What follows belongs to an exercise in optimizing a design on an open flow for small area; a production flow would make more cautious choices. The RTL was checked by simulation tests, not by an equivalence proof against the original design.

## flow/config.mk

```make
export PLATFORM = sky130hd
export DESIGN_NAME = SnakeTop
export DESIGN_NICKNAME = SnakeTop
export VERILOG_FILES = /design/flow/design.v
export SDC_FILE = /design/flow/constraint.sdc
export NUM_CORES = 4
export LEC_CHECK = 0
export CAP_MARGIN = 40
export CORE_MARGIN = 2
export CORE_UTILIZATION = 40
export PLACE_DENSITY = 0.6
export SLEW_MARGIN = 30
```

## flow/constraint.sdc

```tcl
create_clock -name core_clock -period 10.0 [get_ports {clk}]
set_input_delay 2.0000 -clock core_clock [delete_from_list [all_inputs] [get_ports {clk}]]
set_output_delay 2.0000 -clock core_clock [all_outputs]
set_load 0.01 [all_outputs]
```

## flow/design.v

```verilog
`timescale 1ns/1ps
module Font_ROM (
  input  wire [3:0] char_idx,    
  input  wire [2:0] row_idx,     
  output reg  [7:0] bits         
);
always @(*) begin
  case (char_idx)
    4'd0:  
      case (row_idx)
        3'd0: bits = 8'b00111100;
        3'd1: bits = 8'b01000010;
        3'd2: bits = 8'b01000000;
        3'd3: bits = 8'b01001110;
        3'd4: bits = 8'b01000010;
        3'd5: bits = 8'b01000010;
        3'd6: bits = 8'b01000110;
        3'd7: bits = 8'b00111000;
      endcase
    4'd1:  
      case (row_idx)
        3'd0: bits = 8'b00011000;
        3'd1: bits = 8'b00100100;
        3'd2: bits = 8'b01000010;
        3'd3: bits = 8'b01000010;
        3'd4: bits = 8'b01111110;
        3'd5: bits = 8'b01000010;
        3'd6: bits = 8'b01000010;
        3'd7: bits = 8'b01000010;
      endcase
    4'd2:  
      case (row_idx)
        3'd0: bits = 8'b01000010;
        3'd1: bits = 8'b01100110;
        3'd2: bits = 8'b01011010;
        3'd3: bits = 8'b01000010;
        3'd4: bits = 8'b01000010;
        3'd5: bits = 8'b01000010;
        3'd6: bits = 8'b01000010;
        3'd7: bits = 8'b01000010;
      endcase
    4'd3:  
      case (row_idx)
        3'd0: bits = 8'b01111110;
        3'd1: bits = 8'b01000000;
        3'd2: bits = 8'b01000000;
        3'd3: bits = 8'b01111100;
        3'd4: bits = 8'b01000000;
        3'd5: bits = 8'b01000000;
        3'd6: bits = 8'b01000000;
        3'd7: bits = 8'b01111110;
      endcase
    4'd4:  
      bits = 8'b00000000;
    4'd5:  
      case (row_idx)
        3'd0: bits = 8'b00111100;
        3'd1: bits = 8'b01000010;
        3'd2: bits = 8'b01000010;
        3'd3: bits = 8'b01000010;
        3'd4: bits = 8'b01000010;
        3'd5: bits = 8'b01000010;
        3'd6: bits = 8'b01000010;
        3'd7: bits = 8'b00111100;
      endcase
    4'd6:  
      case (row_idx)
        3'd0: bits = 8'b01000010;
        3'd1: bits = 8'b01000010;
        3'd2: bits = 8'b01000010;
        3'd3: bits = 8'b01000010;
        3'd4: bits = 8'b01000010;
        3'd5: bits = 8'b00100100;
        3'd6: bits = 8'b00100100;
        3'd7: bits = 8'b00011000;
      endcase
    4'd7:  
      case (row_idx)
        3'd0: bits = 8'b01111110;
        3'd1: bits = 8'b01000000;
        3'd2: bits = 8'b01000000;
        3'd3: bits = 8'b01111100;
        3'd4: bits = 8'b01000000;
        3'd5: bits = 8'b01000000;
        3'd6: bits = 8'b01000000;
        3'd7: bits = 8'b01111110;
      endcase
    4'd8:  
      case (row_idx)
        3'd0: bits = 8'b01111100;
        3'd1: bits = 8'b01000010;
        3'd2: bits = 8'b01000010;
        3'd3: bits = 8'b01111100;
        3'd4: bits = 8'b01010000;
        3'd5: bits = 8'b01001000;
        3'd6: bits = 8'b01000100;
        3'd7: bits = 8'b01000010;
      endcase
    default:
      bits = 8'b00000000;
  endcase
end
endmodule
`timescale 1ns/1ps
module SnakeTop (
  input  wire        clk,
  input  wire        btnC,
  input  wire        PS2Clk,
  input  wire        PS2Data,
  output wire [6:0]  seg,
  output wire [3:0]  an,
  output wire        dp,
  output reg  [3:0]  vgaRed,
  output reg  [3:0]  vgaGreen,
  output reg  [3:0]  vgaBlue,
  output reg         Hsync,
  output reg         Vsync
);
  reg [6:0] db_cnt;
  reg       db_max_q;
  reg       rst;
  wire      db_max = (db_cnt == 7'h7f);
  always @(posedge clk) begin
    db_max_q <= db_max;
    if (btnC) begin
      if (!db_max) db_cnt <= db_cnt + 7'd1;
    end else begin
      if (db_cnt != 7'd0) db_cnt <= db_cnt - 7'd1;
    end
    rst <= db_max & ~db_max_q;
  end
  reg       ps2c_s1, ps2c_s2, ps2c_s3, ps2d_s1, ps2d_s2;
  always @(posedge clk) begin
    if (rst) begin
      ps2c_s1 <= 1'b1; ps2c_s2 <= 1'b1; ps2c_s3 <= 1'b1;
      ps2d_s1 <= 1'b1; ps2d_s2 <= 1'b1;
    end else begin
      ps2c_s1 <= PS2Clk; ps2c_s2 <= ps2c_s1; ps2c_s3 <= ps2c_s2;
      ps2d_s1 <= PS2Data; ps2d_s2 <= ps2d_s1;
    end
  end
  wire ps2_fall = ps2c_s3 & ~ps2c_s2;
  reg [3:0] bit_count;
  reg [9:1] shift_reg;
  reg       got_make, skip_next, ps2_pulse, sync1, keyPressed;
  reg [7:0] scancode;
  wire [7:0] data_byte = shift_reg[8:1];
  always @(posedge clk) begin
    if (rst) begin
      bit_count <= 4'd0;
      shift_reg <= 9'd0;
      got_make  <= 1'b0;
      skip_next <= 1'b0;
      ps2_pulse <= 1'b0;
      scancode  <= 8'd0;
      sync1     <= 1'b0;
      keyPressed <= 1'b0;
    end else begin
      ps2_pulse  <= 1'b0;
      sync1      <= ps2_pulse;
      keyPressed <= sync1;
      if (ps2_fall) begin
        if (bit_count == 4'd10) begin
          if (data_byte == 8'hE0) begin
          end else if (data_byte == 8'hF0) begin
            skip_next <= 1'b1;
            got_make  <= 1'b0;
          end else if (skip_next) begin
            skip_next <= 1'b0;
          end else if (!got_make || data_byte != scancode) begin
            scancode  <= data_byte;
            ps2_pulse <= 1'b1;
            got_make  <= 1'b1;
          end
        end
        shift_reg <= {ps2d_s2, shift_reg[9:2]};
        bit_count <= (bit_count == 4'd10) ? 4'd0 : bit_count + 4'd1;
      end
    end
  end
  reg [1:0] direction;
  reg [1:0] nd;
  always @(*) begin
    nd = direction;
    if (keyPressed) begin
      case (scancode)
        8'h75: nd = 2'd0;
        8'h74: nd = 2'd1;
        8'h73: nd = 2'd2;
        8'h6B: nd = 2'd3;
        default: ;
      endcase
      if (nd == (direction ^ 2'b10)) nd = direction;
    end
  end
  always @(posedge clk) begin
    if (rst) direction <= 2'd0;
    else     direction <= nd;
  end
  reg [8:0] tick;
  reg       frame_tick, eaten_latched, gameover;
  wire      food_eaten;
  wire      collision;
  wire      update = frame_tick & ~gameover;
  always @(posedge clk) begin
    if (rst) begin
      tick <= 9'd0;
      frame_tick <= 1'b0;
      eaten_latched <= 1'b0;
      gameover <= 1'b0;
    end else begin
      if (tick == 9'd499) begin
        tick <= 9'd0;
        frame_tick <= 1'b1;
      end else begin
        tick <= tick + 9'd1;
        frame_tick <= 1'b0;
      end
      if (food_eaten) eaten_latched <= 1'b1;
      else if (frame_tick) eaten_latched <= 1'b0;
      if (update & collision) gameover <= 1'b1;
    end
  end
  wire score_inc = update & eaten_latched;
  reg        upd_s1, upd_s2, eat_s1, grow_req;
  reg [6:0]  len;
  reg [12:0] snake_head;
  wire       grow = grow_req & (len != 7'd100);
  reg [6:0]  px, py;
  reg [12:0] pf;
  reg [6:0]  tx, ty;            
  reg [1:0]  D [1:99];
  wire [1:0] d99 = D[99];
  reg        walking, pass2, rowwalk, rowpend;
  reg [6:0]  k;
  reg        coll_flag;
  reg [15:0] hit;               
  wire       k_live = (k < len);
  wire       rotate = walking & (k != 7'd0);
  wire       walk_move = walking & (k != 7'd0) & k_live;
  wire       proc = walking & pass2 & k_live;
  reg [12:0] la;                
  reg [27:0] W;
  wire       la_fb = la[12] ^ la[3] ^ la[2] ^ la[0];
  wire start_walk = ~walking & ((tick == 9'd32) |
                                (rowpend & (tick >= 9'd32) & (tick <= 9'd300)));
  reg [1:0] dsel;
  always @(*) begin
    if (update)      dsel = direction;
    else if (pass2)  dsel = d99;
    else             dsel = d99 ^ 2'b10;
  end
  reg [6:0]  nx, ny;
  reg [12:0] nf;
  always @(*) begin
    nx = px; ny = py;
    case (dsel)
      2'd0: begin ny = py - 7'd1; nf = pf - 13'd100; end
      2'd1: begin nx = px + 7'd1; nf = pf + 13'd1;   end
      2'd2: begin ny = py + 7'd1; nf = pf + 13'd100; end
      default: begin nx = px - 7'd1; nf = pf - 13'd1; end
    endcase
  end
  integer i;
  always @(posedge clk) begin
    if (update | rotate) begin
      for (i = 99; i > 1; i = i - 1) D[i] <= D[i-1];
      D[1] <= update ? direction : d99;
    end
    if (rst) begin
      D[1] <= 2'd1; D[2] <= 2'd1; D[3] <= 2'd1;
    end
  end
  always @(posedge clk) begin
    if (rst) begin
      upd_s1 <= 1'b0; upd_s2 <= 1'b0; eat_s1 <= 1'b0; grow_req <= 1'b0;
      len <= 7'd4;
      snake_head <= 13'd3750;
      px <= 7'd50; py <= 7'd37; pf <= 13'd3750;
      tx <= 7'd47; ty <= 7'd37;
      walking <= 1'b0; pass2 <= 1'b0; rowwalk <= 1'b0;
      k <= 7'd0;
      coll_flag <= 1'b0;
    end else begin
      upd_s1 <= update;
      upd_s2 <= upd_s1;
      eat_s1 <= food_eaten;
      if (eat_s1) grow_req <= 1'b1;
      else if (upd_s1) grow_req <= 1'b0;
      if (upd_s1) begin
        if (grow) len <= len + 7'd1;
        snake_head <= pf;
      end
      if (update | walk_move) begin
        px <= nx; py <= ny; pf <= nf;
      end
      if (start_walk) begin
        walking <= 1'b1;
        pass2 <= 1'b0;
        k <= 7'd99;
        rowwalk <= rowpend;
        coll_flag <= 1'b0;
      end else if (walking) begin
        if (!pass2) begin
          if (k == 7'd1) begin pass2 <= 1'b1; k <= 7'd99; end
          else k <= k - 7'd1;
        end else begin
          if (k == 7'd99) begin tx <= px; ty <= py; end
          if (k == 7'd0) walking <= 1'b0;
          else k <= k - 7'd1;
          if (proc && k != 7'd0 && pf == snake_head) coll_flag <= 1'b1;
        end
      end
    end
  end
  wire hit_en = proc & ((k != len - 7'd1) | grow);
  integer j;
  always @(posedge clk) begin
    for (j = 0; j < 16; j = j + 1) begin
      if (start_walk)
        hit[(j+3)%16] <= 1'b0;
      else if ((hit_en | (tick == 9'd2)) && pf == W[27-j -: 13])
        hit[(j+3)%16] <= 1'b1;
    end
  end
  always @(posedge clk) begin
    if (rst) la <= 13'h9d3;
    else     la <= {la[11:0], la_fb};
    if (tick >= 9'd3 && tick <= 9'd30) W <= {W[26:0], la_fb};
  end
  wire wall = (direction == 2'd3 && px == 7'd0) || (direction == 2'd1 && px == 7'd99) ||
              (direction == 2'd0 && py == 7'd0) || (direction == 2'd2 && py == 7'd74);
  assign collision = coll_flag | wall;
  reg        fsearch;
  reg [12:0] food_pos;
  wire [12:0] wtop = W[27:15];
  assign food_eaten = (snake_head == food_pos);
  wire accept = fsearch & ((tick >= 9'd19) | (~hit[tick[3:0]] & (wtop < 13'd7500)));
  always @(posedge clk) begin
    if (rst) begin
      fsearch <= 1'b0;
      food_pos <= 13'd0;
    end else begin
      if (!fsearch) begin
        if (food_eaten) fsearch <= 1'b1;
      end else if (accept) begin
        fsearch <= 1'b0;
        food_pos <= wtop;
      end
    end
  end
  reg [15:0] score;
  always @(posedge clk) begin
    if (rst) score <= 16'd0;
    else if (score_inc) begin
      if (score[3:0] != 4'd9) score[3:0] <= score[3:0] + 4'd1;
      else begin
        score[3:0] <= 4'd0;
        if (score[7:4] != 4'd9) score[7:4] <= score[7:4] + 4'd1;
        else begin
          score[7:4] <= 4'd0;
          if (score[11:8] != 4'd9) score[11:8] <= score[11:8] + 4'd1;
          else begin
            score[11:8] <= 4'd0;
            if (score[15:12] != 4'd9) score[15:12] <= score[15:12] + 4'd1;
            else score[15:12] <= 4'd0;
          end
        end
      end
    end
  end
  reg [19:0] clkdiv;
  reg [3:0]  digit;
  reg [6:0]  a_to_g;
  wire [1:0] s = clkdiv[19:18];
  always @(posedge clk) begin
    if (rst) clkdiv <= 20'd0;
    else     clkdiv <= clkdiv + 20'd1;
    case (s)
      2'd0: digit <= score[3:0];
      2'd1: digit <= score[7:4];
      2'd2: digit <= score[11:8];
      default: digit <= score[15:12];
    endcase
  end
  always @(*) begin
    case (digit)
      4'd0: a_to_g = 7'b1000000;
      4'd1: a_to_g = 7'b1111001;
      4'd2: a_to_g = 7'b0100100;
      4'd3: a_to_g = 7'b0110000;
      4'd4: a_to_g = 7'b0011001;
      4'd5: a_to_g = 7'b0010010;
      4'd6: a_to_g = 7'b0000010;
      4'd7: a_to_g = 7'b1111000;
      4'd8: a_to_g = 7'b0000000;
      4'd9: a_to_g = 7'b0010000;
      4'hA: a_to_g = 7'b0111111;
      4'hB: a_to_g = 7'b1111111;
      4'hC: a_to_g = 7'b1110111;
      default: a_to_g = 7'b0000000;
    endcase
  end
  assign seg = a_to_g;
  assign an  = ~(4'b0001 << s);
  assign dp  = ~(s == 2'd2);
  reg        pix_div;
  reg [10:0] hcount;
  reg [9:0]  vcount;
  reg [7:0]  XCoord;
  reg [6:0]  YCoord;
  wire       pix_en = ~pix_div;
  wire       visible = (hcount < 11'd800) && (vcount < 10'd600);
  reg [3:0]  pr, pg, pb;
  always @(posedge clk) begin
    if (rst) begin
      pix_div <= 1'b0;
      hcount <= 11'd0; vcount <= 10'd0;
      Hsync <= 1'b1; Vsync <= 1'b1;
      vgaRed <= 4'h0; vgaGreen <= 4'h0; vgaBlue <= 4'h0;
      XCoord <= 8'd0; YCoord <= 7'd0;
    end else begin
      pix_div <= ~pix_div;
      if (pix_en) begin
        if (hcount == 11'd1039) begin
          hcount <= 11'd0;
          if (vcount == 10'd665) vcount <= 10'd0;
          else vcount <= vcount + 10'd1;
        end else
          hcount <= hcount + 11'd1;
        Hsync <= ~((hcount >= 11'd856) && (hcount < 11'd976));
        Vsync <= ~((vcount >= 10'd637) && (vcount < 10'd643));
        if (visible) begin
          vgaRed <= pr; vgaGreen <= pg; vgaBlue <= pb;
        end else begin
          vgaRed <= 4'h0; vgaGreen <= 4'h0; vgaBlue <= 4'h0;
        end
        XCoord <= hcount[10:3];
        YCoord <= vcount[9:3];
      end
    end
  end
  reg [99:0] M;           
  reg        S1;          
  reg        S0;          
  reg [6:0]  Rm;
  wire row_trig = pix_en && (hcount == 11'd799) &&
                  (((vcount[2:0] == 3'd7) && (vcount < 10'd600)) || (vcount == 10'd665));
  wire [6:0] row_tgt = (vcount == 10'd665) ? 7'd0 : (vcount[9:3] + 7'd1);
  wire       tail_clr = upd_s1 & ~grow;
  wire       wp_en  = (proc & rowwalk) | tail_clr | upd_s2;
  wire       wp_val = ~tail_clr;
  wire [6:0] wx = tail_clr ? tx : px;
  wire [6:0] wy = tail_clr ? ty : py;
  wire       w_row = wp_en & (wy == Rm);
  wire       clr_mask = start_walk & rowpend;
  always @(posedge clk) begin
    if (rst) begin
      M <= 100'd0;
      S1 <= 1'b0;
      S0 <= 1'b0;
      Rm <= 7'd0;
      rowpend <= 1'b0;
    end else begin
      if (row_trig) begin
        rowpend <= 1'b1;
        Rm <= row_tgt;
      end else if (start_walk) rowpend <= 1'b0;
      if (clr_mask) begin
        M <= 100'd0;
        S1 <= 1'b0;
        S0 <= 1'b0;
      end else begin
        for (i = 0; i < 100; i = i + 1)
          if (w_row && wx == i) M[i] <= wp_val;
        if (wp_en && wx == 7'd29 && wy == Rm + 7'd1) S1 <= wp_val;
        if (wp_en && wx == 7'd37 && wy == 7'd2) S0 <= wp_val;
      end
    end
  end
  reg [26:0] free_counter;
  always @(posedge clk) begin
    if (rst) free_counter <= 27'd0;
    else     free_counter <= free_counter + 27'd1;
  end
  wire [3:0] fade = free_counter[26:23];
  wire [12:0] cur_pos = YCoord * 7'd100 + XCoord;
  wire special = (XCoord == 8'd129);
  wire mbit = special ? ((YCoord == 7'd83) ? S0 : ((YCoord + 7'd1 == Rm) ? M[29] : S1))
                      : M[XCoord[6:0]];
  wire snake_pixel = mbit | (cur_pos == snake_head);
  wire food_pixel  = (cur_pos == food_pos);
  wire       in_text = (XCoord >= 8'd14) && (XCoord < 8'd86) && (YCoord >= 7'd33) && (YCoord < 7'd41);
  wire [7:0] xo = XCoord - 8'd14;
  wire [6:0] yo = YCoord - 7'd33;
  wire [7:0] font_bits;
  Font_ROM font_rom (
    .char_idx(in_text ? xo[6:3] : 4'd0),
    .row_idx (in_text ? yo[2:0] : 3'd0),
    .bits    (font_bits)
  );
  wire txt_on = in_text & font_bits[~xo[2:0]];
  always @(*) begin
    if (gameover) begin
      pr = txt_on ? fade : ~fade;
      pg = pr;
      pb = pr;
    end else if (snake_pixel) begin
      pr = 4'h0; pg = 4'hF; pb = 4'h0;
    end else if (food_pixel) begin
      pr = 4'hF; pg = 4'h0; pb = 4'h0;
    end else begin
      pr = 4'h0; pg = 4'h0; pb = 4'h0;
    end
  end
endmodule
```

## flow/run.sh

```bash
#!/bin/bash
# synth_recipe.tcl (not shown) runs the flow's synth.tcl, then flattens the netlist and writes it again
# the make line also repeats each setting of config.mk as NAME=value (left out here)
make -C /OpenROAD-flow-scripts/flow DESIGN_CONFIG=/design/flow/config.mk WORK_HOME=/design/flow/orfs CLKGATE_MAP_FILE= SYNTH_SCRIPT=/design/flow/synth_recipe.tcl finish
```

==> results by group, run 1 <==
Finish
  • Max reg flops: 198
  • Final nets: 3,302
  • Layout fillers: 7,487
  • Largest registers: D x198, M x100, W x28
  • Largest Register: D
  • Layout cell share with drive strength beyond 1: 8.60%
  • Commonest non-fill, non-tap cell in the layout: nor2_1
  • Area grow syn2layout: 12.3%
  • Register area: 14,900 µm²
  • Area of the multi-input gates: 15,900 µm²
  • Most frequent cells in the layout: nor2_1, dfxtp_1, edfxtp_1, xor2_1, xnor2_1

Run
  • Max-cap viol count: 0

Synthesis
  • Xor/xnor share of the synthesized area: 12.1%
  • Synth Warn #: 3
  • Synth Net Count: 3,341
  • Yosys top cell area share: 25.4%
  • Largest family of logic cells by synthesized area: simple AND/OR/NAND/NOR gates
  • Cell Area, Synth: 31,800 µm²
  • Mux share of post-synthesis cell area: 4.75%
  • Sequential cell area fraction in the yosys report: 46.8%
  • Synth Area in Compound Gates: 11.1%
  • Adder-Cell Fraction of Synth Area: 4.91%
  • Top_reg_cell synth: dfxtp_1
  • Area leader, netlist: dfxtp_1
  • Syn avg cell area: 9.89 µm²
  • Post-synthesis simple-gate area fraction: 17.0%
  • Cells after synthesis: 3,217
  • EDFF count, synth: 227
  • Seq cells post-synth: 630
  • Synth cell types: 80
  • Fraction of registers with async set/reset: 0%
  • Synth top area cells: dfxtp_1, edfxtp_1, xor2_1, xnor2_1, nor2_1

Clock tree
  • CTS Sinks: 630
  • Clock-pin slew on the worst setup and hold paths: 70 ps
  • Clock Latency Late Sink: 640 ps
  • H-Tree Depth: 3
  • Inserted Clock Buffers: 71
  • Post-CTS Hold Buffers: 0
  • Post-CTS sizing: 0
  • Post-CTS Setup Bufs: 0
  • CTS max path bufs: 3
  • CTS root buf: clkbuf_16
  • TritonCTS clock tree: done

Placement
  • Detail Placement HPWL: 46.0 mm
  • PortBufs: 29
  • Setup WS pre-CTS: 5030 ps
  • Routability cong.: 0.887

Setup path
  • Critical Path Sink Type: flip-flop
  • CP max FO: 13
  • RR Startpoint: YCoord[2]$_SDFFE_PP0N_
  • CP Data Required Time: 10,530 ps
  • Reg2Reg Setup Slack: 4920 ps
  • Critical path's slowest cell: dfxtp_1
  • WS Path Type: reg -> reg
  • Delay of the slowest critical-path stage: 530 ps
  • Reg-to-reg endpoint: vgaGreen[2]$_SDFFE_PP0N_
  • Crit path cell chain: inv_1 -> ha_1 -> ha_1 -> ha_1 -> inv_1 -> fa_1 -> inv_1 -> ha_1 -> nor2_1 -> nor2_1 -> nand3_1 -> or4_1 -> xor2_1 -> xnor2_1 -> or4_1 -> a21o_1 -> a21boi_0 -> o22ai_1
  • Cell mode on critical path: ha_1
  • Reg2reg path depth: 18
  • CP arrival: 5610 ps
  • Worst setup SP type: flip-flop

Global route
  • First-pass GRT wire length: 117 mm
  • Routing usage on met2: 26.5%
  • Pin count of the biggest net entering global routing: 103
  • GRT Overall Usage: 17.4%
  • Total grt overflow: 0
  • GRT met1 Usage: 25.8%
  • GRT met3 Usage: 2.46%
  • Number of global-route vias before repair: 21,300
  • Initial antenna violation count: 0
  • Grt peak-use layer: met2

STA
  • F_max: 197 MHz
  • Minimum clock period: 5080 ps
  • Relative max-transition margin: 41.9%
  • Final hold vios: 0
  • Final Slew Violations: 0
  • Worst-Margin Slew: 857 ps
  • Period utilization: 50.8%
  • RSZ-0062 raised after global routing: no
  • Clock Skews: 25.1 ps
  • # setup viols final: 0
  • Worst Slack Setup Final: 4920 ps
  • Setup TNS Final: 0 ps

Run status
  • Status: finished clean

Detailed routing
  • First-pass iteration count of the detailed router: 7
  • Vias post-DR: 22,600
  • # DRC: 0
  • Total routed wirelength: 71.7 mm
  • Wire per inst: 16.7 µm
  • Antenna Nets Post-Route: 0
  • Vias/cell: 5.27
  • Initial DRC Count: 1,772

Die
  • Initial Utilization: 40.3%
  • Die ar.: 81,800 µm²
  • Die H: 286 µm
  • Die width: 286 µm
  • Ports: 30
  • Core Region: 78,900 µm²
  • Cell row count: 103

Hold path
  • Hold path cells: 1
  • Hold Startpoint: db_max_q$_DFF_P_
  • Hold EP: rst$_DFF_P_
  • HP Class: reg -> reg
synth_stat cells, types with 7 or more instances:
master and n:
a31oi_1 15, o21bai_1 17, a211o_1 19, a21o_1 22, o311ai_2 7, buf_2 8, or2_2 28, a211oi_1 115
xnor2_1 215, o22ai_1 11, fa_1 8, edfxtp_1 227, ha_1 112, nand4_1 64, nand2_1 207, nor2_1 435
nor4_1 58, xor2_1 217, o21ai_0 100, mux4_2 37, mux2i_1 62, nor3_1 46, nand2b_1 29, nor2_2 10
clkbuf_1 158, nand3_1 78, a21oi_1 129, o31ai_1 9, nand3b_1 23, o211ai_1 7, o21a_1 12, dfxtp_1 403
inv_1 79, nor2b_1 40, buf_1 27, and2_1 19, or3_1 15, a22oi_1 8, and3_1 26, nor3b_1 19
critical path: cells and delay by family (launching register included):
| kind | cells | cell delay (ps) |
|---|---|---|
| AOI/OAI and AO/OA | 3 | 580 |
| xor gates and xnor gates | 2 | 450 |
| adders and majority gates | 5 | 1960 |
| buffers and inverters | 3 | 250 |
| DFF | 1 | 530 |
| and+or+nand+nor | 5 | 1220 |
layout make-up:
| class | instances | share of cell area [%] |
|---|---|---|
| flip-flops and latches | 630 | 41.7 |
| well taps | 1050 | 3.68 |
| diodes | 1 | 0.00701 |
| clock buffers | 91 | 5.50 |
| inverters | 80 | 0.841 |
| multi-input cells | 2312 | 44.5 |
| clock inverters | 37 | 1.60 |
| repair buffers | 83 | 2.16 |
how the worst max path moves through the flow:
stage                                start                        to  slack (ps)  cells after the start
finish              YCoord[2]$_SDFFE_PP0N_  vgaGreen[2]$_SDFFE_PP0N_        4920                     18
global route        YCoord[0]$_SDFFE_PP0N_  vgaGreen[1]$_SDFFE_PP0N_        4600                     18
CTS                 YCoord[2]$_SDFFE_PP0N_  vgaGreen[2]$_SDFFE_PP0N_        4990                     17
detailed placement  YCoord[2]$_SDFFE_PP0N_  vgaGreen[2]$_SDFFE_PP0N_        5030                     17
global placement    YCoord[2]$_SDFFE_PP0N_  vgaGreen[2]$_SDFFE_PP0N_        5070                     18
floorplan                k[2]$_SDFFE_PP0P_        D[10][0]$_DFFE_PP_        3800                      5
routing by layer:
metal  vias to the layer above  share of wire [%]
met1                     10800                 50
met2                       443                 44
li1                      11300                  -
met4                         0                1.7
met5                         -                  0
met3                       101                4.4
per-stage QoR:
stage               util [%]  instances  instance area (µm²)  hold WS, ps
floorplan                  -       3217                31800          367
global placement        41.8       4140                33000          362
detailed placement      41.9       4146                33000          368
CTS                     45.1       4274                35600          382
global route            45.3       4283                35700          383
finish                  45.3       4284                35700          373
logic make-up after synthesis:
logic type      count (synthesis)
compound gates                528
xor+xnor                      435
fa+ha+maj                     120
buf+inv                       275
flops                         630
mux                           104
simple gates                 1125
==> run 2, diff against run 1 <==
--- a/flow/design.v
+++ b/flow/design.v
@@ -227,48 +227,58 @@
   reg [12:0] snake_head;
   wire       grow = grow_req & (len != 7'd100);
   reg [6:0]  px, py;
-  reg [12:0] pf;
-  reg [6:0]  tx, ty;            
-  reg [1:0]  D [1:99];
-  wire [1:0] d99 = D[99];
-  reg        walking, pass2, rowwalk, rowpend;
-  reg [6:0]  k;
+  wire [12:0] pf = py * 7'd100 + px;
+  reg [6:0]  tx, ty;
+  reg [1:0]  tdir;
+  reg [1:0]  Q [0:99];
+  wire [1:0] tap = Q[99];
+  reg [6:0]  kk;
+  reg        ins_pend;
+  reg [1:0]  d_pend;
+  wire       insert = ins_pend & (kk == 7'd0);
+  reg        walking, stepwalk, rowwalk, rowpend, steppend;
   reg        coll_flag;
-  reg [15:0] hit;               
-  wire       k_live = (k < len);
-  wire       rotate = walking & (k != 7'd0);
-  wire       walk_move = walking & (k != 7'd0) & k_live;
-  wire       proc = walking & pass2 & k_live;
+  reg [17:0] hit;               
+  reg [1:0]  widx;              
+  wire       k_live = (kk < len);
+  wire       proc = walking & k_live;
+  reg [12:0] lf;                
   reg [12:0] la;                
-  reg [27:0] W;
+  reg [12:0] G;                 
+  wire       lf_fb = lf[12] ^ lf[3] ^ lf[2] ^ lf[0];
   wire       la_fb = la[12] ^ la[3] ^ la[2] ^ la[0];
-  wire start_walk = ~walking & ((tick == 9'd32) |
-                                (rowpend & (tick >= 9'd32) & (tick <= 9'd300)));
+  wire [12:0] lf_nxt = {lf[11:0], lf_fb};
+  wire [17:0] E;
+  assign E[17:5] = G;
+  genvar gm;
+  generate for (gm = 0; gm < 5; gm = gm + 1) begin : EXT
+    assign E[4-gm] = E[17-gm] ^ E[8-gm] ^ E[7-gm] ^ E[5-gm];
+  end endgenerate
+  wire [12:0] G6 = {E[11:0], E[12] ^ E[3] ^ E[2] ^ E[0]};
+  wire walk_end = walking & (kk == 7'd0);
+  wire chain = walk_end & stepwalk & (widx != 2'd2);
+  wire step_go = steppend & (tick >= 9'd21);
+  wire start_walk = chain |
+                    ((kk == 7'd0) & ~ins_pend & (tick >= 9'd3) & (tick <= 9'd399) &
+                     (rowpend | step_go));
   reg [1:0] dsel;
-  always @(*) begin
-    if (update)      dsel = direction;
-    else if (pass2)  dsel = d99;
-    else             dsel = d99 ^ 2'b10;
-  end
+  always @(*) dsel = update ? direction : tap;
   reg [6:0]  nx, ny;
-  reg [12:0] nf;
   always @(*) begin
     nx = px; ny = py;
     case (dsel)
-      2'd0: begin ny = py - 7'd1; nf = pf - 13'd100; end
-      2'd1: begin nx = px + 7'd1; nf = pf + 13'd1;   end
-      2'd2: begin ny = py + 7'd1; nf = pf + 13'd100; end
-      default: begin nx = px - 7'd1; nf = pf - 13'd1; end
+      2'd0: ny = py - 7'd1;
+      2'd1: nx = px + 7'd1;
+      2'd2: ny = py + 7'd1;
+      default: nx = px - 7'd1;
     endcase
   end
   integer i;
   always @(posedge clk) begin
-    if (update | rotate) begin
-      for (i = 99; i > 1; i = i - 1) D[i] <= D[i-1];
-      D[1] <= update ? direction : d99;
-    end
+    for (i = 99; i > 0; i = i - 1) Q[i] <= Q[i-1];
+    Q[0] <= insert ? d_pend : tap;
     if (rst) begin
-      D[1] <= 2'd1; D[2] <= 2'd1; D[3] <= 2'd1;
+      Q[0] <= 2'd1; Q[1] <= 2'd1; Q[2] <= 2'd1;
     end
   end
   always @(posedge clk) begin
@@ -276,10 +286,12 @@
       upd_s1 <= 1'b0; upd_s2 <= 1'b0; eat_s1 <= 1'b0; grow_req <= 1'b0;
       len <= 7'd4;
       snake_head <= 13'd3750;
-      px <= 7'd50; py <= 7'd37; pf <= 13'd3750;
-      tx <= 7'd47; ty <= 7'd37;
-      walking <= 1'b0; pass2 <= 1'b0; rowwalk <= 1'b0;
-      k <= 7'd0;
+      px <= 7'd50; py <= 7'd37;
+      tx <= 7'd47; ty <= 7'd37; tdir <= 2'd1;
+      kk <= 7'd0;
+      ins_pend <= 1'b0;
+      walking <= 1'b0; stepwalk <= 1'b0; rowwalk <= 1'b0; steppend <= 1'b1;
+      widx <= 2'd0;
       coll_flag <= 1'b0;
     end else begin
       upd_s1 <= update;
@@ -287,55 +299,80 @@
       eat_s1 <= food_eaten;
       if (eat_s1) grow_req <= 1'b1;
       else if (upd_s1) grow_req <= 1'b0;
+      if (update) begin
+        d_pend <= direction;
+        ins_pend <= 1'b1;
+        steppend <= 1'b1;
+      end else if (insert) ins_pend <= 1'b0;
+      if (!insert) kk <= (kk == 7'd0) ? 7'd99 : kk - 7'd1;
       if (upd_s1) begin
         if (grow) len <= len + 7'd1;
         snake_head <= pf;
+        if (!grow) begin
+          case (tdir)
+            2'd0: ty <= ty - 7'd1;
+            2'd1: tx <= tx + 7'd1;
+            2'd2: ty <= ty + 7'd1;
+            default: tx <= tx - 7'd1;
+          endcase
+        end
       end
-      if (update | walk_move) begin
-        px <= nx; py <= ny; pf <= nf;
+      if (walking) begin
+        if (kk == len - 7'd1) tdir <= tap;
+        if (kk == 7'd0) walking <= 1'b0;
+        if (proc && kk != 7'd0 && pf == snake_head) coll_flag <= 1'b1;
       end
       if (start_walk) begin
+        px <= tx; py <= ty;
         walking <= 1'b1;
-        pass2 <= 1'b0;
-        k <= 7'd99;
-        rowwalk <= rowpend;
-        coll_flag <= 1'b0;
-      end else if (walking) begin
-        if (!pass2) begin
-          if (k == 7'd1) begin pass2 <= 1'b1; k <= 7'd99; end
-          else k <= k - 7'd1;
+        if (chain) begin
+          widx <= widx + 2'd1;
         end else begin
-          if (k == 7'd99) begin tx <= px; ty <= py; end
-          if (k == 7'd0) walking <= 1'b0;
-          else k <= k - 7'd1;
-          if (proc && k != 7'd0 && pf == snake_head) coll_flag <= 1'b1;
+          stepwalk <= step_go;
+          widx <= 2'd0;
+          if (step_go) steppend <= 1'b0;
         end
+        rowwalk <= rowpend;
+        coll_flag <= 1'b0;
+      end else if (update | (proc & (kk != 7'd0))) begin
+        px <= nx; py <= ny;
       end
     end
   end
-  wire hit_en = proc & ((k != len - 7'd1) | grow);
+  wire hit_en = proc & stepwalk & ((kk != len - 7'd1) | grow);
+  wire [5:0] eq;
+  generate for (gm = 0; gm < 6; gm = gm + 1) begin : EQ
+    assign eq[gm] = (pf == E[17-gm -: 13]);
+  end endgenerate
   integer j;
   always @(posedge clk) begin
-    for (j = 0; j < 16; j = j + 1) begin
-      if (start_walk)
-        hit[(j+3)%16] <= 1'b0;
-      else if ((hit_en | (tick == 9'd2)) && pf == W[27-j -: 13])
-        hit[(j+3)%16] <= 1'b1;
+    for (j = 0; j < 18; j = j + 1) begin
+      if (start_walk & ~chain & step_go)
+        hit[j] <= 1'b0;
+      else if (hit_en && widx == j / 6 && eq[j % 6])
+        hit[j] <= 1'b1;
     end
   end
   always @(posedge clk) begin
-    if (rst) la <= 13'h9d3;
-    else     la <= {la[11:0], la_fb};
-    if (tick >= 9'd3 && tick <= 9'd30) W <= {W[26:0], la_fb};
+    if (rst) begin
+      la <= 13'h1a9d;
+      lf <= 13'h1;
+    end else begin
+      la <= {la[11:0], la_fb};
+      lf <= lf_nxt;
+    end
+    if (tick == 9'd20) G <= la;
+    else if (chain | (walk_end & stepwalk)) G <= G6;
   end
   wire wall = (direction == 2'd3 && px == 7'd0) || (direction == 2'd1 && px == 7'd99) ||
               (direction == 2'd0 && py == 7'd0) || (direction == 2'd2 && py == 7'd74);
   assign collision = coll_flag | wall;
   reg        fsearch;
   reg [12:0] food_pos;
-  wire [12:0] wtop = W[27:15];
   assign food_eaten = (snake_head == food_pos);
-  wire accept = fsearch & ((tick >= 9'd19) | (~hit[tick[3:0]] & (wtop < 13'd7500)));
+  wire [4:0] hidx = tick[4:0] - 5'd3;
+  wire accept = fsearch & (lf_nxt < 13'd7500) & (lf_nxt != snake_head) &
+                ((tick >= 9'd21) | ~hit[hidx]);
   always @(posedge clk) begin
     if (rst) begin
       fsearch <= 1'b0;
@@ -345,7 +382,7 @@
         if (food_eaten) fsearch <= 1'b1;
       end else if (accept) begin
         fsearch <= 1'b0;
-        food_pos <= wtop;
+        food_pos <= lf_nxt;
       end
     end
   end
@@ -369,13 +406,16 @@
       end
     end
   end
-  reg [19:0] clkdiv;
+  reg [26:0] free_counter;
+  always @(posedge clk) begin
+    if (rst) free_counter <= 27'd0;
+    else     free_counter <= free_counter + 27'd1;
+  end
+  wire [19:0] clkdiv = free_counter[19:0];
   reg [3:0]  digit;
   reg [6:0]  a_to_g;
   wire [1:0] s = clkdiv[19:18];
   always @(posedge clk) begin
-    if (rst) clkdiv <= 20'd0;
-    else     clkdiv <= clkdiv + 20'd1;
     case (s)
       2'd0: digit <= score[3:0];
       2'd1: digit <= score[7:4];
@@ -404,7 +444,7 @@
   assign seg = a_to_g;
   assign an  = ~(4'b0001 << s);
   assign dp  = ~(s == 2'd2);
-  reg        pix_div;
+  wire       pix_div = free_counter[0];
   reg [10:0] hcount;
   reg [9:0]  vcount;
   reg [7:0]  XCoord;
@@ -414,13 +454,11 @@
   reg [3:0]  pr, pg, pb;
   always @(posedge clk) begin
     if (rst) begin
-      pix_div <= 1'b0;
       hcount <= 11'd0; vcount <= 10'd0;
       Hsync <= 1'b1; Vsync <= 1'b1;
       vgaRed <= 4'h0; vgaGreen <= 4'h0; vgaBlue <= 4'h0;
       XCoord <= 8'd0; YCoord <= 7'd0;
     end else begin
-      pix_div <= ~pix_div;
       if (pix_en) begin
         if (hcount == 11'd1039) begin
           hcount <= 11'd0;
@@ -478,11 +516,6 @@
       end
     end
   end
-  reg [26:0] free_counter;
-  always @(posedge clk) begin
-    if (rst) free_counter <= 27'd0;
-    else     free_counter <= free_counter + 27'd1;
-  end
   wire [3:0] fade = free_counter[26:23];
   wire [12:0] cur_pos = YCoord * 7'd100 + XCoord;
   wire special = (XCoord == 8'd129);
--- a/flow/config.mk
+++ b/flow/config.mk
@@ -5,6 +5,7 @@
 export SDC_FILE = /design/flow/constraint.sdc
 export NUM_CORES = 4
 export LEC_CHECK = 0
+export ABC_AREA = 1
 export CAP_MARGIN = 40
 export CORE_MARGIN = 2
 export CORE_UTILIZATION = 40
==> run 2 against run 1 <==
Against the previous run: hold slack worse by 51 ps; wire length fell by 4.7%; final cell count is 6.0% higher; register-to-register slack improved by 560 ps; maximum frequency grew 12%; critical path type unchanged; critical endpoint is now hit[8]$_SDFFE_PP0P_.
==> results by group, run 2 <==
Run status
  • Status: finished clean

Synthesis
  • EDFF count, synth: 22 (-90%)
  • Synth cell types: 71 (-11%)
  • Most frequent cells after synthesis: dfxtp_1, nand2_1, inv_1
  • Fraction of registers with async set/reset: 0% (unchanged)
  • Synth top area cells: dfxtp_1, nand2_1, a21oi_1, ha_1, o21ai_0
  • Seq cells post-synth: 606 (-3.8%)
  • Cell Area, Synth: 28,800 µm² (-9.6%)
  • Sequential cell area fraction in the yosys report: 43.0% (-3.8 points)
  • Syn avg cell area: 8.11 µm² (-18%)
  • Synth Net Count: 3,695 (+11%)
  • Cells after synthesis: 3,545 (+10%)
  • Area leader, netlist: dfxtp_1
  • Synth Warn #: 3 (unchanged)
  • Top_reg_cell synth: dfxtp_1
  • Most frequent cell after synthesis: dfxtp_1
  • Yosys top cell area share: 40.7% (+15 points)

Global route
  • First-pass GRT wire length: 113 mm (-3.6%)
  • Number of global-route vias before repair: 21,600 (+1.3%)
  • GRT Overall Usage: 18.4% (+0.97 points)
  • Initial antenna violation count: 0 (unchanged)
  • Pin count of the biggest net entering global routing: 106 (+2.9%)
  • Total grt overflow: 0 (unchanged)

STA
  • F_max: 221 MHz (+12%)
  • Worst-Margin Slew: 855 ps (-2.57 ps)
  • Relative max-transition margin: 43.0% (+1.1 points)
  • Final hold vios: 0 (unchanged)
  • Setup TNS Final: 0 ps (unchanged)
  • Hold_ws: 322 ps (-51.4 ps)
  • Final Slew Violations: 0 (unchanged)
  • Period utilization: 45.1% (-5.6 points)
  • Minimum clock period: 4510 ps (-564 ps)
  • RSZ-0062 raised after global routing: no
  • Clock Skews: 33.2 ps (+8.08 ps)
  • # setup viols final: 0 (unchanged)

Clock tree
  • Post-CTS sizing: 0 (unchanged)
  • Clock-pin slew on the worst setup and hold paths: 60 ps (about the same)
  • Post-CTS Setup Bufs: 0 (unchanged)
  • CTS Sinks: 606 (-3.8%)
  • CTS root buf: clkbuf_16
  • CTS max path bufs: 3 (unchanged)
  • Post-CTS Hold Buffers: 0 (unchanged)
  • Clock Latency Late Sink: 660 ps (+20 ps)
  • Inserted Clock Buffers: 61 (-14%)
  • TritonCTS clock tree: done
  • H-Tree Depth: 2 (-1)

Die
  • Cell row count: 98 (-4.9%)
  • Die width: 272 µm (-4.9%)
  • Initial Utilization: 40.3% (about the same)
  • Ports: 30 (unchanged)
  • Die ar.: 74,000 µm² (-9.5%)
  • Die H: 272 µm (-4.9%)
  • Core Region: 71,400 µm² (-9.5%)

Setup path
  • CP Data Required Time: 10,580 ps (+50 ps)
  • WS Path Type: reg -> reg
  • CP arrival: 5090 ps (-520 ps)
  • Critical Path Sink Type: flip-flop
  • CP max FO: 10 (-3)
  • Worst setup SP type: flip-flop

Detailed routing
  • # DRC: 0 (unchanged)
  • Initial DRC Count: 1,580 (-11%)
  • Vias post-DR: 22,800 (+1.1%)
  • Antenna Nets Post-Route: 0 (unchanged)
  • Vias/cell: 5.03 (-4.6%)
  • First-pass iteration count of the detailed router: 6 (-1)
  • Wire per inst: 15.0 µm (-10%)
  • Total routed wirelength: 68.3 mm (-4.7%)

Placement
  • PortBufs: 29 (unchanged)
  • Routability cong.: 0.879 (-0.86%)
  • Detail Placement HPWL: 47.6 mm (+3.4%)

Finish
  • Ant diodes: 0 (-1)
  • Max reg flops: 200 (+1.0%)
  • Most frequent cells in the layout: dfxtp_1, nand2_1, inv_1, a21oi_1, nor2_1
  • Final nets: 3,686 (+12%)
  • Largest Register: Q
  • Commonest non-fill, non-tap cell in the layout: dfxtp_1
  • Layout fillers: 7,045 (-5.9%)
  • Largest registers: Q x200, M x100, free_counter x27
  • Layout cell share with drive strength beyond 1: 8.80% (+0.21 points)
  • Area grow syn2layout: 11.5%

Run
  • Max-cap viol count: 0 (unchanged)

Hold path
  • HP Class: reg -> reg
[run 2: cell count changes after synthesis, sizes merged, moves of 181 or more]
cell	before	now
dfxtp	403	584
o21ai	101	306
inv	79	393
a21oi	129	341
nand2	207	551
edfxtp	227	22
[run 2: final timing paths]
kind	from	to	slack, ps	cells past startpoint
hold / removal	Q[95][1]$_DFF_P_	Q[96][1]$_DFF_P_	320	0
setup reg to reg	py[3]$_SDFFE_PP0P_	hit[8]$_SDFFE_PP0P_	5490	19
setup / recovery	py[3]$_SDFFE_PP0P_	hit[8]$_SDFFE_PP0P_	5490	19
hold reg to reg	Q[95][1]$_DFF_P_	Q[96][1]$_DFF_P_	320	0
[run 2: worst max-delay path, cell delays in order, from the launching register on]
cell	delay (ps)
dfxtp_1	480
inv_1	150
ha_1	320
ha_1	320
fa_1	460
ha_1	370
nand2_1	60
o21ai_0	270
xnor2_1	130
nor2_1	140
inv_1	90
nor2_1	130
nand2_1	70
nand2_1	70
nand2_1	290
inv_1	240
nor2_1	50
nor4_1	480
nand3_1	140
a21oi_1	160
[run 2: logic make-up after synthesis]
kind of cell    synth area share, %
fa+ha+maj                      6.64
xor+xnor                       6.48
mux                          0.0392
buf+inv                        7.30
flops                          43.0
compound gates                 14.9
simple gates                   21.6
[run 2: layout make-up]
cell class,count,area [µm²],area share [%]
clock inverter,26,334,1.04
clock buffer,90,1840,5.73
sequential,606,12400,38.6
inverter,398,1500,4.68
multi-input combinational,2419,14300,44.7
tap,950,1190,3.71
timing repair buffer,50,495,1.55
[run 2: per-layer routing]
layer,wire length (µm),GRT usage [%],part of all wire [%],vias up
met5,0,0,0,-
met4,1550,5.02,2.3,0
met3,3210,2.66,4.7,92
met2,30800,29.8,45,451
met1,32800,25.5,48,10500
li1,-,-,-,11800
[run 2: stage by stage]
stage	setup slack [ps]	utilization, %	instances	area (µm²)
after detailed placement	5190	41.8	4422	29900
after global placement	5070	41.7	4419	29800
after floorplan	6270	-	3545	28800
after global routing	4850	44.9	4539	32100
final	5490	44.9	4539	32100
after CTS	5190	44.9	4538	32000
==> run 3, diff against run 2 <==
--- a/flow/config.mk
+++ b/flow/config.mk
@@ -5,7 +5,6 @@
 export SDC_FILE = /design/flow/constraint.sdc
 export NUM_CORES = 4
 export LEC_CHECK = 0
-export ABC_AREA = 1
 export CAP_MARGIN = 40
 export CORE_MARGIN = 2
 export CORE_UTILIZATION = 40
==> run 3 against run 2 <==
Against the previous run: still clean on timing, DRC and antenna; critical path depth decreased by 2; via count decreased by 7.7%; clock skew increased by 5.1 ps; sequential share of layout area increased by 0.11 points; core utilization increased by 0.64 points; global-route usage decreased by 0.68 points; non-clock buffer count increased by 26; wire length decreased by 3.8%; critical path type unchanged; critical endpoint is now vgaRed[1]$_SDFFE_PP0N_; highest routed layer unchanged.
==> results by group, run 3 <==
Synthesis
  • Area leader, netlist: dfxtp_1
  • Most frequent cell after synthesis: dfxtp_1
  • Synth cell types: 86 (+21%)
  • Top_reg_cell synth: dfxtp_1
  • Synth Net Count: 3,135 (-15%)
  • EDFF count, synth: 22 (unchanged)
  • Cell Area, Synth: 28,400 µm² (-1.2%)
  • Seq cells post-synth: 606 (unchanged)
  • Cells after synthesis: 2,985 (-16%)
  • Most frequent cells after synthesis: dfxtp_1, nor2_1, a21oi_1
  • Fraction of registers with async set/reset: 0% (unchanged)
  • Synth top area cells: dfxtp_1, ha_1, xnor2_1, xor2_1, a21oi_1
  • Sequential cell area fraction in the yosys report: 43.5% (+0.53 points)
  • Syn avg cell area: 9.52 µm² (+17%)
  • Yosys top cell area share: 41.2% (+0.50 points)
  • Synth Warn #: 3 (unchanged)

Die
  • Initial Utilization: 40.5% (+0.20 points)
  • Core Region: 70,100 µm² (-1.7%)
  • Cell row count: 97 (-1.0%)
  • Die ar.: 73,200 µm² (-1.2%)
  • Die width: 270 µm (-0.60%)
  • Ports: 30 (unchanged)
  • Die H: 270 µm (-0.60%)

Detailed routing
  • Initial DRC Count: 1,161 (-27%)
  • Vias/cell: 5.33 (+6.0%)
  • Antenna Nets Post-Route: 0 (unchanged)
  • Vias post-DR: 21,100 (-7.7%)
  • Wire per inst: 16.6 µm (+10%)
  • First-pass iteration count of the detailed router: 6 (unchanged)
  • Total routed wirelength: 65.7 mm (-3.8%)
  • # DRC: 0 (unchanged)

STA
  • RSZ-0062 raised after global routing: no
  • Setup TNS Final: 0 ps (unchanged)
  • F_max: 209 MHz (-5.4%)
  • Relative max-transition margin: 45.6% (+2.6 points)
  • # setup viols final: 0 (unchanged)
  • Worst-Margin Slew: 812 ps (-42.7 ps)
  • Period utilization: 47.7% (+2.6 points)
  • Final hold vios: 0 (unchanged)
  • Clock Skews: 38.2 ps (+5.08 ps)
  • Minimum clock period: 4770 ps (+258 ps)
  • Final Slew Violations: 0 (unchanged)

Placement
  • PortBufs: 29 (unchanged)
  • Routability cong.: 0.894 (+1.7%)
  • Detail Placement HPWL: 45.6 mm (-4.2%)

Clock tree
  • CTS Sinks: 606 (unchanged)
  • TritonCTS clock tree: done
  • Inserted Clock Buffers: 67 (+9.8%)
  • Post-CTS sizing: 0 (unchanged)
  • Clock-pin slew on the worst setup and hold paths: 60 ps (about the same)
  • Clock Latency Late Sink: 620 ps (-40 ps)
  • Post-CTS Hold Buffers: 0 (unchanged)
  • Post-CTS Setup Bufs: 0 (unchanged)
  • CTS root buf: clkbuf_16
  • H-Tree Depth: 3 (+1)
  • CTS max path bufs: 3 (unchanged)

Finish
  • Most frequent cells in the layout: dfxtp_1, nor2_1, a21oi_1, nand2_1, xnor2_1
  • Max reg flops: 200 (unchanged)
  • Largest Register: Q
  • Area grow syn2layout: 12.5%
  • Largest registers: Q x200, M x100, free_counter x27
  • Final nets: 3,115 (-15%)
  • Layout fillers: 6,632 (-5.9%)
  • Ant diodes: 0 (unchanged)
  • Layout cell share with drive strength beyond 1: 8.46% (-0.35 points)
  • Commonest non-fill, non-tap cell in the layout: dfxtp_1

Global route
  • Initial antenna violation count: 0 (unchanged)
  • Pin count of the biggest net entering global routing: 87 (-18%)
  • First-pass GRT wire length: 108 mm (-4.1%)
  • Number of global-route vias before repair: 21,100 (-2.3%)
  • Total grt overflow: 0 (unchanged)
  • GRT Overall Usage: 17.7% (-0.68 points)

Setup path
  • Worst setup SP type: flip-flop
  • CP arrival: 5310 ps (+220 ps)
  • WS Path Type: reg -> reg
  • Critical Path Sink Type: flip-flop
  • CP max FO: 14 (+4)
  • CP Data Required Time: 10,540 ps (-40 ps)

Run
  • Max-cap viol count: 0 (unchanged)

Run status
  • Status: finished clean

Hold path
  • HP Class: reg -> reg
[run 3: cell types whose count changed after synthesis, sizes merged, moves of 57 or more]
cell	delta
nand2	-355
inv	-302
o21ai	-205
xnor2	+119
a21oi	-114
a211oi	+106
nor3	-105
nand3	-88
mux2i	+73
nor2b	+57
[run 3: worst max-delay path, cell delays in order, from the launching register on]
cell,delay [ps]
dfxtp_1,550
inv_1,160
ha_1,320
ha_1,290
ha_1,300
inv_1,60
fa_1,530
inv_1,40
ha_1,440
a211oi_1,320
nor2_1,100
nor2_1,100
a21oi_1,50
a2111oi_0,440
nand4_1,150
or4_1,420
o31a_1,300
o21ai_1,150
[run 3: cell families (layout without fill, tap and decap cells)]
family                     Yosys count  in the layout  synth area share [%]
AOI/OAI and AO/OA                  623            623                  13.9
xor gates and xnor gates           333            333                  10.7
adders and majority gates          146            146                  6.72
buffers and inverters              258            288                  3.79
DFF                                606            606                  43.5
muxes                              116            116                  5.60
and+or+nand+nor                    903            903                  15.9
[run 3: stage by stage]
stage                     area [µm²]  utilization [%]  setup WS [ps]  std cells  hold WS, ps
after global placement         29300             41.8           5440       3812          312
after detailed placement       29600             42.2           5250       3830          312
after global routing           32000             45.6           4930       3955          323
final                          32000             45.6           5230       3955          314
after floorplan                28400                -           5790       2985          310
after CTS                      31900             45.5           5240       3949          317
[run 3: metal layers]
layer	track usage, %	share of wire, %	vias up
met5	0	0	-
met4	6.08	2.5	0
met3	2.66	4.4	120
met2	29.6	47	468
met1	23.2	46	10100
li1	-	-	10400
[run 3: worst paths after layout]
kind,slack [ps],start,cells past startpoint,to
max,5230,YCoord[2]$_SDFFE_PP0N_,17,vgaRed[1]$_SDFFE_PP0N_
min,310,Q[42][1]$_DFF_P_,0,Q[43][1]$_DFF_P_
max reg2reg,5230,YCoord[2]$_SDFFE_PP0N_,17,vgaRed[1]$_SDFFE_PP0N_
min reg2reg,310,Q[42][1]$_DFF_P_,0,Q[43][1]$_DFF_P_
[run 3: area by class of cell]
type	instances	area [µm²]	share of cell area [%]
Timing Repair Buffer	76	718	2.25
Multi-Input combinational cell	2121	15000	47.0
Clock buffer	90	1910	5.96
Sequential cell	606	12400	38.7
Tap cell	940	1180	3.68
Inverter	93	349	1.09
Clock inverter	29	423	1.32
==> run 4, diff against run 3 <==
==> flow/config.mk (replaced) <==
export PLATFORM = sky130hd
export DESIGN_NAME = SnakeTop
export DESIGN_NICKNAME = SnakeTop
export VERILOG_FILES = /design/flow/design.v
export SDC_FILE = /design/flow/constraint.sdc
export NUM_CORES = 4
export LEC_CHECK = 0
export ABC_AREA = 1
export CAP_MARGIN = 10
export CORE_MARGIN = 2
export CORE_UTILIZATION = 60
export CTS_BUF_LIST = sky130_fd_sc_hd__clkbuf_4
export PLACE_DENSITY = 0.75
export SLEW_MARGIN = 10
==> run 4 against run 3 <==
Against the previous run: final cell count grew 10%; critical endpoint is now M[2]$_SDFFE_PP0P_; via count grew 16%; maximum frequency shrank 7.8%; highest routed layer unchanged; synthesized cell count grew 19%; die area shrank 32%; register-to-register slack lost 400 ps; critical path type unchanged; critical path depth grew 1; clock-buffer cell count grew 119; flip-flop and latch count is the same; hold slack is essentially flat.
==> results by group, run 4 <==
Run status
  • Status: finished clean

STA
  • Relative max-transition margin: 16.2% (-29 points)
  • F_max: 193 MHz (-7.8%)
  • Clock Skews: 58.3 ps (+20.0 ps)
  • Worst Slack Setup Final: 4820 ps (-404 ps)
  • Final Slew Violations: 0 (unchanged)
  • Minimum clock period: 5180 ps (+404 ps)
  • Period utilization: 51.8% (+4.0 points)
  • Final hold vios: 0 (unchanged)
  • Worst-Margin Slew: 1250 ps (+441 ps)
  • Hold_ws: 314 ps (+0.347 ps)
  • Setup TNS Final: 0 ps (unchanged)
  • # setup viols final: 0 (unchanged)
  • RSZ-0062 raised after global routing: no

Setup path
  • RR Startpoint: len[0]$_SDFFE_PP0P_
  • Worst setup SP type: flip-flop
  • WS Path Type: reg -> reg
  • CP Data Required Time: 10,820 ps (+280 ps)
  • Crit path cell chain: inv_1 -> ha_1 -> nand3_2 -> o21ai_4 -> nand2_4 -> inv_2 -> buf_4 -> nand2_1 -> o21ai_0 -> xor2_1 -> inv_1 -> nand2_1 -> nor4_2 -> nand2_4 -> buf_4 -> nor3_2 -> o21ai_0 -> a21oi_1
  • Reg2Reg Setup Slack: 4820 ps (-400 ps)
  • Crit path from: len[0]$_SDFFE_PP0P_
  • Critical Path Sink Type: flip-flop
  • Critical path's slowest cell: buf_4
  • CP arrival: 5990 ps (+680 ps)
  • Reg2reg path depth: 18 (+1)
  • CP max FO: 102 (+88)
  • Setup crit end: M[2]$_SDFFE_PP0P_
  • Reg-to-reg endpoint: M[2]$_SDFFE_PP0P_
  • Delay of the slowest critical-path stage: 930 ps (+380 ps)

Global route
  • GRT Overall Usage: 28.0% (+10 points)
  • Number of global-route vias before repair: 23,600 (+12%)
  • First-pass GRT wire length: 114 mm (+5.7%)
  • Pin count of the biggest net entering global routing: 103 (+18%)
  • Total grt overflow: 0 (unchanged)
  • Initial antenna violation count: 2 (+2)

Finish
  • Final nets: 3,770 (+21%)
  • Largest Register: Q
  • Commonest non-fill, non-tap cell in the layout: dfxtp_1
  • Layout cell share with drive strength beyond 1: 11.4% (+2.9 points)
  • Max reg flops: 200 (unchanged)
  • Final core utilization: 65.7% (+20 points)
  • Most frequent cells in the layout: dfxtp_1, nand2_1, inv_1, a21oi_1, nor2_1
  • Largest registers: Q x200, M x100, free_counter x27
  • Area grow syn2layout: 8.56%
  • Post-route cell area: 31,200 µm² (-2.3%)

Clock tree
  • Post-CTS sizing: 0 (unchanged)
  • TritonCTS clock tree: done
  • CTS root buf: clkbuf_4
  • CTS max path bufs: 3 (unchanged)
  • Clock-pin slew on the worst setup and hold paths: 70 ps (about the same)
  • CTS Sinks: 606 (unchanged)
  • Post-CTS Hold Buffers: 0 (unchanged)
  • H-Tree Depth: 4 (+1)
  • Clock Latency Late Sink: 1000 ps (+380 ps)
  • Post-CTS Setup Bufs: 0 (unchanged)
  • Inserted Clock Buffers: 151 (+130%)

Synthesis
  • Syn avg cell area: 8.11 µm² (-15%)
  • Area leader, netlist: dfxtp_1
  • Xor/xnor share of the synthesized area: 6.48% (-4.2 points)
  • Synth Area in Compound Gates: 14.9% (+1.0 points)
  • Synth cell types: 71 (-17%)
  • Largest family of logic cells by synthesized area: simple AND/OR/NAND/NOR gates
  • Post-synthesis simple-gate area fraction: 21.6% (+5.8 points)
  • Sequential cell area fraction in the yosys report: 43.0% (-0.53 points)
  • Mux share of post-synthesis cell area: 0.0392% (-5.6 points)
  • Cells after synthesis: 3,545 (+19%)
  • EDFF count, synth: 22 (unchanged)
  • Synth top area cells: dfxtp_1, nand2_1, a21oi_1, ha_1, o21ai_0
  • Yosys top cell area share: 40.7% (-0.50 points)
  • Seq cells post-synth: 606 (unchanged)
  • Fraction of registers with async set/reset: 0% (unchanged)
  • Most frequent cell after synthesis: dfxtp_1
  • Synth Net Count: 3,695 (+18%)
  • Top_reg_cell synth: dfxtp_1
  • Synth Warn #: 3 (unchanged)
  • Most frequent cells after synthesis: dfxtp_1, nand2_1, inv_1
  • Adder-Cell Fraction of Synth Area: 6.64% (-0.081 points)
  • Cell Area, Synth: 28,800 µm² (+1.2%)

Die
  • Die ar.: 49,700 µm² (-32%)
  • Die width: 223 µm (-18%)
  • Core Region: 47,500 µm² (-32%)
  • Die H: 223 µm (-18%)
  • Ports: 30 (unchanged)
  • Initial Utilization: 60.5% (+20 points)
  • Cell row count: 80 (-18%)

Detailed routing
  • First-pass iteration count of the detailed router: 6 (unchanged)
  • Vias/cell: 5.60 (+5.0%)
  • Initial DRC Count: 1,918 (+65%)
  • Wire per inst: 16.0 µm (-3.8%)
  • Vias post-DR: 24,400 (+16%)
  • # DRC: 0 (unchanged)
  • Total routed wirelength: 69.6 mm (+5.8%)
  • Antenna Nets Post-Route: 0 (unchanged)

Placement
  • PortBufs: 29 (unchanged)
  • Setup WS pre-CTS: 4950 ps (-297 ps)
  • Placed Area: 29,300 µm² (-0.78%)
  • Routability cong.: 0.898 (+0.53%)
  • Detail Placement HPWL: 48.5 mm (+6.3%)

Hold path
  • HP Class: reg -> reg
  • Hold Startpoint: Q[10][0]$_DFF_P_

Run
  • Max-cap viol count: 0 (unchanged)
[run 4: cell types whose count changed in the layout (fill, tap and decap cells not counted), sizes merged, moves of 114 or more]
cell,delta
nand2,+355
clkbuf,+116
inv,+305
xnor2,-119
a21oi,+114
o21ai,+205
[run 4: cells by family after synthesis]
logic type                 Yosys count
buffers and inverters              520
muxes                                1
adders and majority gates          146
AOI/OAI and AO/OA                  774
and+or+nand+nor                   1297
xor gates and xnor gates           201
DFF                                606
[run 4: metrics by stage]
| step | instances |
|---|---|
| after floorplan | 3545 |
| after global placement | 4082 |
| after detailed placement | 4082 |
| after CTS | 4346 |
| after global routing | 4350 |
| final | 4351 |
[run 4: layer usage]
metal  share of wire, %  vias to the layer above  GRT usage, %
li1                   -                    12100             -
met1                 44                    11300          36.5
met2                 45                      882          44.8
met3                7.5                      136          6.27
met4                2.6                        0          12.3
met5                  0                        -             0
[run 4: worst min-delay path by stage]
stage,slack (ps),endpoint,cells after the start
3_3_place_gp,310,Q[23][0]$_DFF_P_,0
3_5_place_dp,310,Q[33][1]$_DFF_P_,0
2_1_floorplan,310,Q[10][0]$_DFF_P_,0
6_report,310,Q[11][0]$_DFF_P_,0
5_1_grt,320,Q[55][1]$_DFF_P_,0
4_1_cts,310,Q[53][1]$_DFF_P_,0
[run 4: cell type report]
class                   instances  area [µm²]
diodes                          5        12.5
clock buffers                 209        1570
clock inverters                55         287
fillers                      4052       16300
inverters                     398        1500
multi-input cells            2419       14300
flip-flops and latches        606       12400
well taps                     615         769
repair buffers                 44         403
[run 4: critical path, delay by kind of cell, from the launching register on]
| family | cells | cell delay, ps |
|---|---|---|
| simple gates | 7 | 1270 |
| flops | 1 | 350 |
| xor+xnor | 1 | 180 |
| fa+ha+maj | 1 | 230 |
| compound gates | 4 | 760 |
| buf+inv | 5 | 2130 |

[what the ideal ports hide]
How much do the figures lean on ideal ports? The routed layouts below were timed once more, with nothing changed but the port constraints. Step 1 (the two cells are an assumption about what drives the block):
set clk [get_ports {clk}]
set_driving_cell -lib_cell sky130_fd_sc_hd__clkbuf_16 $clk
set_driving_cell -lib_cell sky130_fd_sc_hd__buf_2 [delete_from_list [all_inputs] $clk]
Step 2 adds t to the input delays and takes it off the output delays; t is the mean of the earliest and latest rising clock arrival at the registers after step 1. Input paths then give back, and output paths get back, about the clock's delay inside the block. Three values: ideal, step 1, step 2; two values: the first two.
run | t, ns | slack for setup (ns) | worst setup path at the end | clock arrival spread, ns | pins driven straight from the clock port
run 1 | 0.685 | 4.921 / 4.921 / 4.921 | register to register | 0.031 / 0.031 | 1
run 2 | 0.710 | 5.485 / 5.485 / 5.485 | register to register | 0.035 / 0.035 | 1
run 3 | 0.667 | 5.227 / 5.227 / 5.227 | register to register | 0.038 / 0.038 | 1
run 4 | 1.026 | 4.823 / 4.823 / 4.823 | register to register | 0.059 / 0.059 | 1
After both steps setup and hold are still met in every run listed.
